Context: an optimization exercise on an open-source flow, tuned for small area. The choices shown serve that exercise and are no tape-out recipe. Function not checked in this run: the RTL went through the layout flow alone. No activity file was given, so power comes from the tool's default toggle rates.

<file path="flow/run.sh">
#!/bin/bash
# The standard layout, with the smallest buffer on the ports and a small clock tree
# without dummy loads. Each tool's log stays under orfs/logs; make's output goes to standard.log.
set -euo pipefail
export BUFFER_PORTS_ARGS="-buffer_cell sky130_fd_sc_hd__buf_1"
export CTS_ARGS="-sink_clustering_enable -repair_clock_nets -buf_list sky130_fd_sc_hd__clkbuf_8 -dont_use_dummy_load"
bash standard.sh > standard.log 2>&1
</file>
<file path="standard.sh">
#!/bin/bash
# synth_recipe.tcl (not shown) runs the flow's synth.tcl, then flattens the netlist and writes it again
# the make line also repeats each setting of config.mk as NAME=value (left out here)
make -C /OpenROAD-flow-scripts/flow DESIGN_CONFIG=/design/flow/config.mk WORK_HOME=/design/flow/orfs CLKGATE_MAP_FILE= SYNTH_SCRIPT=/design/flow/synth_recipe.tcl "${@:-finish}"
</file>
<file path="config.mk">
export PLATFORM = sky130hd
export DESIGN_NAME = sevseg
export DESIGN_NICKNAME = sevseg
export VERILOG_FILES = /design/flow/design.v
export SDC_FILE = /design/flow/constraint.sdc
export NUM_CORES = 4
export LEC_CHECK = 0
export ABC_AREA = 1
export CAP_MARGIN = 20
export CORE_MARGIN = 2
export CORE_UTILIZATION = 40
export SLEW_MARGIN = 20
</file>
<file path="constraint.sdc">
create_clock -name core_clock -period 5.0 [get_ports {clk}]
set_input_delay 1.0000 -clock core_clock [delete_from_list [all_inputs] [get_ports {clk}]]
set_output_delay 1.0000 -clock core_clock [all_outputs]
set_load 0.01 [all_outputs]
</file>
<file path="design.v">
module sevseg(o1,o2,o3,o4,b,clk,i,reset,stop);
output [6:0] o1,o2,o3,o4;
output [1:0] b;
output i;
input stop,reset;
input clk;
reg [8:0] p;
reg [3:0] x1,x2,x3;
reg [2:0] x4;
reg bz;
wire c0 = ~stop;
wire [9:0] pt;
assign pt[0] = c0;
assign pt[1] = pt[0] & p[0];
assign pt[2] = pt[1] & p[1];
assign pt[3] = pt[2] & p[2];
assign pt[4] = pt[3] & p[3];
assign pt[5] = pt[4] & p[4];
assign pt[6] = pt[5] & p[5];
assign pt[7] = pt[6] & p[6];
assign pt[8] = pt[7] & p[7];
assign pt[9] = pt[8] & p[8];
wire c1 = pt[9];
wire c2 = c1 & ((x1[0]&x1[3]));
wire x1_last = (x1[0]&x1[3]);
wire x1_t0 = ~(1'b0);
wire x1_t1 = (x1[0]&~x1[3]);
wire x1_t2 = (x1[0]&x1[1]);
wire x1_t3 = (x1[0]&x1[1]&x1[2])|(x1[0]&x1[3]);
wire c3 = c2 & ((x2[0]&x2[3]));
wire x2_last = (x2[0]&x2[3]);
wire x2_t0 = ~(1'b0);
wire x2_t1 = (x2[0]&~x2[3]);
wire x2_t2 = (x2[0]&x2[1]);
wire x2_t3 = (x2[0]&x2[1]&x2[2])|(x2[0]&x2[3]);
wire c4 = c3 & ((x3[0]&x3[3]));
wire x3_last = (x3[0]&x3[3]);
wire x3_t0 = ~(1'b0);
wire x3_t1 = (x3[0]&~x3[3]);
wire x3_t2 = (x3[0]&x3[1]);
wire x3_t3 = (x3[0]&x3[1]&x3[2])|(x3[0]&x3[3]);
wire c5 = c4 & ((x4[0]&x4[2]));
wire x4_last = (x4[0]&x4[2]);
wire x4_t0 = ~(1'b0);
wire x4_t1 = (x4[0]&~x4[2]);
wire x4_t2 = ~((~x4[0])|(~x4[1]&~x4[2]));
always @(posedge clk) begin
	p <= reset ? 9'd12 : ((p ^ pt[8:0]) | {5'd0, c1, c1, 2'd0});
	x1[0] <= ~reset & (x1[0] ^ (c1 & x1_t0));
	x1[1] <= ~reset & (x1[1] ^ (c1 & x1_t1));
	x1[2] <= ~reset & (x1[2] ^ (c1 & x1_t2));
	x1[3] <= ~reset & (x1[3] ^ (c1 & x1_t3));
	x2[0] <= ~reset & (x2[0] ^ (c2 & x2_t0));
	x2[1] <= ~reset & (x2[1] ^ (c2 & x2_t1));
	x2[2] <= ~reset & (x2[2] ^ (c2 & x2_t2));
	x2[3] <= ~reset & (x2[3] ^ (c2 & x2_t3));
	x3[0] <= ~reset & (x3[0] ^ (c3 & x3_t0));
	x3[1] <= ~reset & (x3[1] ^ (c3 & x3_t1));
	x3[2] <= ~reset & (x3[2] ^ (c3 & x3_t2));
	x3[3] <= ~reset & (x3[3] ^ (c3 & x3_t3));
	x4[0] <= ~reset & (x4[0] ^ (c4 & x4_t0));
	x4[1] <= ~reset & (x4[1] ^ (c4 & x4_t1));
	x4[2] <= ~reset & (x4[2] ^ (c4 & x4_t2));
	bz <= x3_last & x4_last;
end
assign b = {bz, 1'b0};
assign i = 1'b0;
assign o1[0] = (~x1[0]&~x1[1]&x1[2])|(x1[0]&~x1[1]&~x1[2]&~x1[3]);
assign o1[1] = (x1[0]&~x1[1]&x1[2])|(~x1[0]&x1[1]&x1[2]);
assign o1[2] = (~x1[0]&x1[1]&~x1[2]);
assign o1[3] = (~x1[0]&~x1[1]&x1[2])|(x1[0]&x1[1]&x1[2])|(x1[0]&~x1[1]&~x1[2]&~x1[3]);
assign o1[4] = (x1[0])|(~x1[1]&x1[2]);
assign o1[5] = (x1[1]&~x1[2])|(x1[0]&x1[1])|(x1[0]&~x1[2]&~x1[3]);
assign o1[6] = (x1[0]&x1[1]&x1[2])|(~x1[1]&~x1[2]&~x1[3]);
assign o2[0] = (~x2[0]&~x2[1]&x2[2])|(x2[0]&~x2[1]&~x2[2]&~x2[3]);
assign o2[1] = (x2[0]&~x2[1]&x2[2])|(~x2[0]&x2[1]&x2[2]);
assign o2[2] = (~x2[0]&x2[1]&~x2[2]);
assign o2[3] = (~x2[0]&~x2[1]&x2[2])|(x2[0]&x2[1]&x2[2])|(x2[0]&~x2[1]&~x2[2]&~x2[3]);
assign o2[4] = (x2[0])|(~x2[1]&x2[2]);
assign o2[5] = (x2[1]&~x2[2])|(x2[0]&x2[1])|(x2[0]&~x2[2]&~x2[3]);
assign o2[6] = (x2[0]&x2[1]&x2[2])|(~x2[1]&~x2[2]&~x2[3]);
assign o3[0] = (~x3[0]&~x3[1]&x3[2])|(x3[0]&~x3[1]&~x3[2]&~x3[3]);
assign o3[1] = (x3[0]&~x3[1]&x3[2])|(~x3[0]&x3[1]&x3[2]);
assign o3[2] = (~x3[0]&x3[1]&~x3[2]);
assign o3[3] = (~x3[0]&~x3[1]&x3[2])|(x3[0]&x3[1]&x3[2])|(x3[0]&~x3[1]&~x3[2]&~x3[3]);
assign o3[4] = (x3[0])|(~x3[1]&x3[2]);
assign o3[5] = (x3[1]&~x3[2])|(x3[0]&x3[1])|(x3[0]&~x3[2]&~x3[3]);
assign o3[6] = (x3[0]&x3[1]&x3[2])|(~x3[1]&~x3[2]&~x3[3]);
assign o4[0] = (~x4[0]&x4[2])|(x4[0]&~x4[1]&~x4[2]);
assign o4[1] = (x4[0]&x4[2]);
assign o4[2] = (~x4[0]&x4[1]);
assign o4[3] = (~x4[0]&x4[2])|(x4[0]&~x4[1]&~x4[2]);
assign o4[4] = ~((~x4[0]&~x4[2]));
assign o4[5] = (x4[0]&~x4[2])|(x4[1]);
assign o4[6] = (~x4[1]&~x4[2]);
endmodule
</file>
==> impl_metrics.yaml <==
die:
  initial_utilization: 0.411
  coreArea_sq_um: 3280
  ios: 34
  chipWidth_um: 62.1
  rows: 21
  dieArea_sq_um: 3860
  die_h_um: 62.1
layout:
  fillCellCount: 336
  drive_gt1_frac: 0.0421
  final_cell_mix: "33 x nor2_1, 31 x buf_1, 30 x nand2_1"
  final_nets: 228
  areaGrowthSynthToFinish_pct: 10.5
  n_antenna_cell: 0
  fin_area_sq_um: 1490
  layout_commonest_cell: "nor2_1"
place:
  placed_cell_area_sq_um: 1450
  port_buffers: 31
  dp_hpwl_um: 1830
  place_congestion: 0.777
clock_network:
  htreeDepth: 1
  post_cts_buffers: 0
  clk_latency_ns: 0.26
  cts_resized: 0
  clkTransAtPathRegs_ns: 0.08
  cts_buffer_depth: 2
  holdBufCountCts: 0
  cts_num_sinks: 25
  cts_tree: "yes"
  numCtsBuffers: 3
  cts-root-buf: "clkbuf_8"
sta:
  skew_ns: 0.00342
  rsz0062_at_grt: "no"
  hold_violations: 0
  fmax_mhz: 321
  worst_slew_pin_slew_ns: 0.712
  drv_slew: 0
  min_period_over_period: 0.623
  fin_crit_ns: 3.11
  setup_viol: 0
  slew_headroom: 0.525
  fin_setup_tns_ns: 0
drt:
  drc: 0
  drt-vias-per-instance: 4.60
  postRouteAntennaNets: 0
  drt_pass1_iterations: 4
  wl_per_cell_um: 9.20
  vias: 1196
  wl_um: 2390
  drt_iter0_markers: 53
setup_path:
  crit_chain: "buf_1 -> inv_1 -> ha_1 -> ha_1 -> ha_1 -> ha_1 -> ha_1 -> ha_1 -> ha_1 -> ha_1 -> ha_1 -> nand3_4 -> nor2_4 -> nand3_1 -> nand2_1 -> nand2_1 -> nor2_1"
  critPathLaunchType: "input pin"
  cp.required_ns: 5.13
  ff2ff_setup_slack_ns: 2.44
  critical_path.max_fanout: 11
  critPathKind: "in -> reg"
  cpMaxStageDelayCell: "ha_1"
  rr_endpoint: "x4[2]$_DFF_P_"
  path_buf_inv: 2
  reg2reg_from: "p[0]$_SDFF_PP0_"
  critPathTopFamily: "adder cells"
  max_stage_delay_ns: 0.29
  r2r_cells: 15
  cp_common_cell: "ha_1"
  cp.arrival_ns: 3.24
  cp-end-kind: "flop"
logic_synthesis:
  synth-seq-cells: 25
  ys_seq_area_frac: 0.370
  syn-cell-area_sq_um: 1350
  ys_types: 24
  synthCells: 190
  yosysWarnings: 1
  syn_area_per_cell_sq_um: 7.11
power_and_ir_drop:
  p_switching_uw: 64.7
  p_comb_frac: 0.030
  p_int_uw: 258
  swShare: 0.201
  vdd_drop_max_mv: 0.0978
  clkPwrFrac: 0.345
  leakage_uw: 0.000649
  power_density_nw_per_um2: 216
  pwr-share-seq: 0.625
grt:
  grt_pass1_wl_um: 4300
  grt_pass1_vias: 1010
  grt_max_degree: 15
  antenna_found_initial: 0
  grt_overflow_total: 0
  grtUsageTotal: 0.135
worst_hold_path:
  min_path_type: "reg -> reg"
  worstHoldStart: "x4[0]$_DFF_P_"
  hold_depth: 2
  min_to: "bz$_DFF_P_"
run:
  max_cap_violations: 0
outcome:
  status: "no timing/DRC/antenna violations"
[registers in the layout, summed over array words and instances (netlist names)]
name and flops:
bz 1, x1 4, x3 4, p 9
x2 4, x4 3
[final cells by class]
class                           count  area (sq um)  share of cell area
Inverter                           29           109              0.0729
Timing Repair Buffer               31           116              0.0780
Tap cell                           46          57.6              0.0386
Sequential cell                    25           500               0.335
Clock buffer                        3          41.3              0.0277
Multi-Input combinational cell    126           668               0.448
[synth_stat cells]
cell	instances	area [sq um]
nor2_1	33	124
nand2_1	30	113
inv_1	29	109
dfxtp_1	25	500
a21oi_1	12	60.1
nor3_1	10	50.1
ha_1	9	113
o21ai_0	9	45.0
buf_4	7	52.6
nand4_1	5	31.3
nand3_1	4	20.0
o31ai_1	3	22.5
buf_2	2	10.0
o21bai_1	2	15.0
a31oi_1	1	6.26
buf_6	1	11.3
clkbuf_1	1	3.75
conb_1	1	3.75
nand2_2	1	6.26
nand3_2	1	10.0
nand3_4	1	17.5
nor2_2	1	6.26
nor2_4	1	11.3
nor3_2	1	10.0
[power by group through the flow]
stage                     registers [uW]  clock network, uW  logic (uW)
after floorplan                      206                  0        8.70
after global placement               206                  0        9.94
after detailed placement             206                  0        10.1
after CTS                            202                120        10.1
after global routing                 202                127        11.9
final                                201                111        9.75
[cell families (layout without fill, tap and decap cells)]
group,after synthesis,count (layout),share of synthesized area
DFF,25,25,0.370
other,1,2,0.00278
buffers and inverters,40,63,0.138
AOI/OAI and AO/OA,27,27,0.110
adders and majority gates,9,9,0.0833
and+or+nand+nor,88,88,0.295
[worst min-delay path, stage by stage, from the launching register on]
cell and delay (ns):
dfxtp_1 0.35, nand2_1 0.10, nor2_1 0.04
[stage by stage]
step / hold WS, ns / cells / worst slack [ns] / total power, uW / utilization
2_1_floorplan: 0.479 / 191 / 1.72 / 215 / -
3_3_place_gp: 0.511 / 257 / 1.64 / 216 / 0.442
3_5_place_dp: 0.513 / 257 / 1.57 / 216 / 0.442
4_1_cts: 0.526 / 260 / 1.87 / 331 / 0.454
5_1_grt: 0.564 / 260 / 1.68 / 341 / 0.454
6_report: 0.526 / 260 / 1.89 / 322 / 0.454
[worst max path at each step]
stage	from	to	slack (ns)	depth (start not counted)
floorplan	stop	x3[1]$_DFF_P_	1.72	16
global placement	stop	x4[2]$_DFF_P_	1.64	17
detailed placement	stop	x4[2]$_DFF_P_	1.57	17
CTS	stop	x4[2]$_DFF_P_	1.87	17
global route	stop	x3[1]$_DFF_P_	1.68	16
finish	stop	x4[2]$_DFF_P_	1.89	17
[routing by layer]
metal  wire (um)  global-route usage  vias to the layer above
met2        1120               0.215                       17
met3          79              0.0236                        2
met5           0                   0                        -
met1        1180               0.175                      524
li1            -                   -                      653
met4          19              0.0667                        0

[static timing again, ports no longer ideal]
The results above use ideal ports. As a check the final layout listed here was re-extracted and re-timed, cells and wires unchanged. Step 1 (the two cells are an assumption about what drives the block):
set clk [get_ports {clk}]
set_driving_cell -lib_cell sky130_fd_sc_hd__clkbuf_16 $clk
set_driving_cell -lib_cell sky130_fd_sc_hd__buf_2 [delete_from_list [all_inputs] $clk]
Step 2, shift: input delay + t, output delay - t, t = (earliest + latest rising clock arrival at the registers) / 2. This alone moves slack from input paths to output paths. a / b / c = ideal / step 1 / step 2; a / b = the first two.
t, ns: 0.282
slack for setup (ns): 1.887 / 1.888 / 1.606
worst slew at a driven data input, ns: 0.03
After both steps this run still meets setup and hold. For this run, drivers alone change the setup slack by +0.001 ns; drivers and shift together by -0.281 ns.
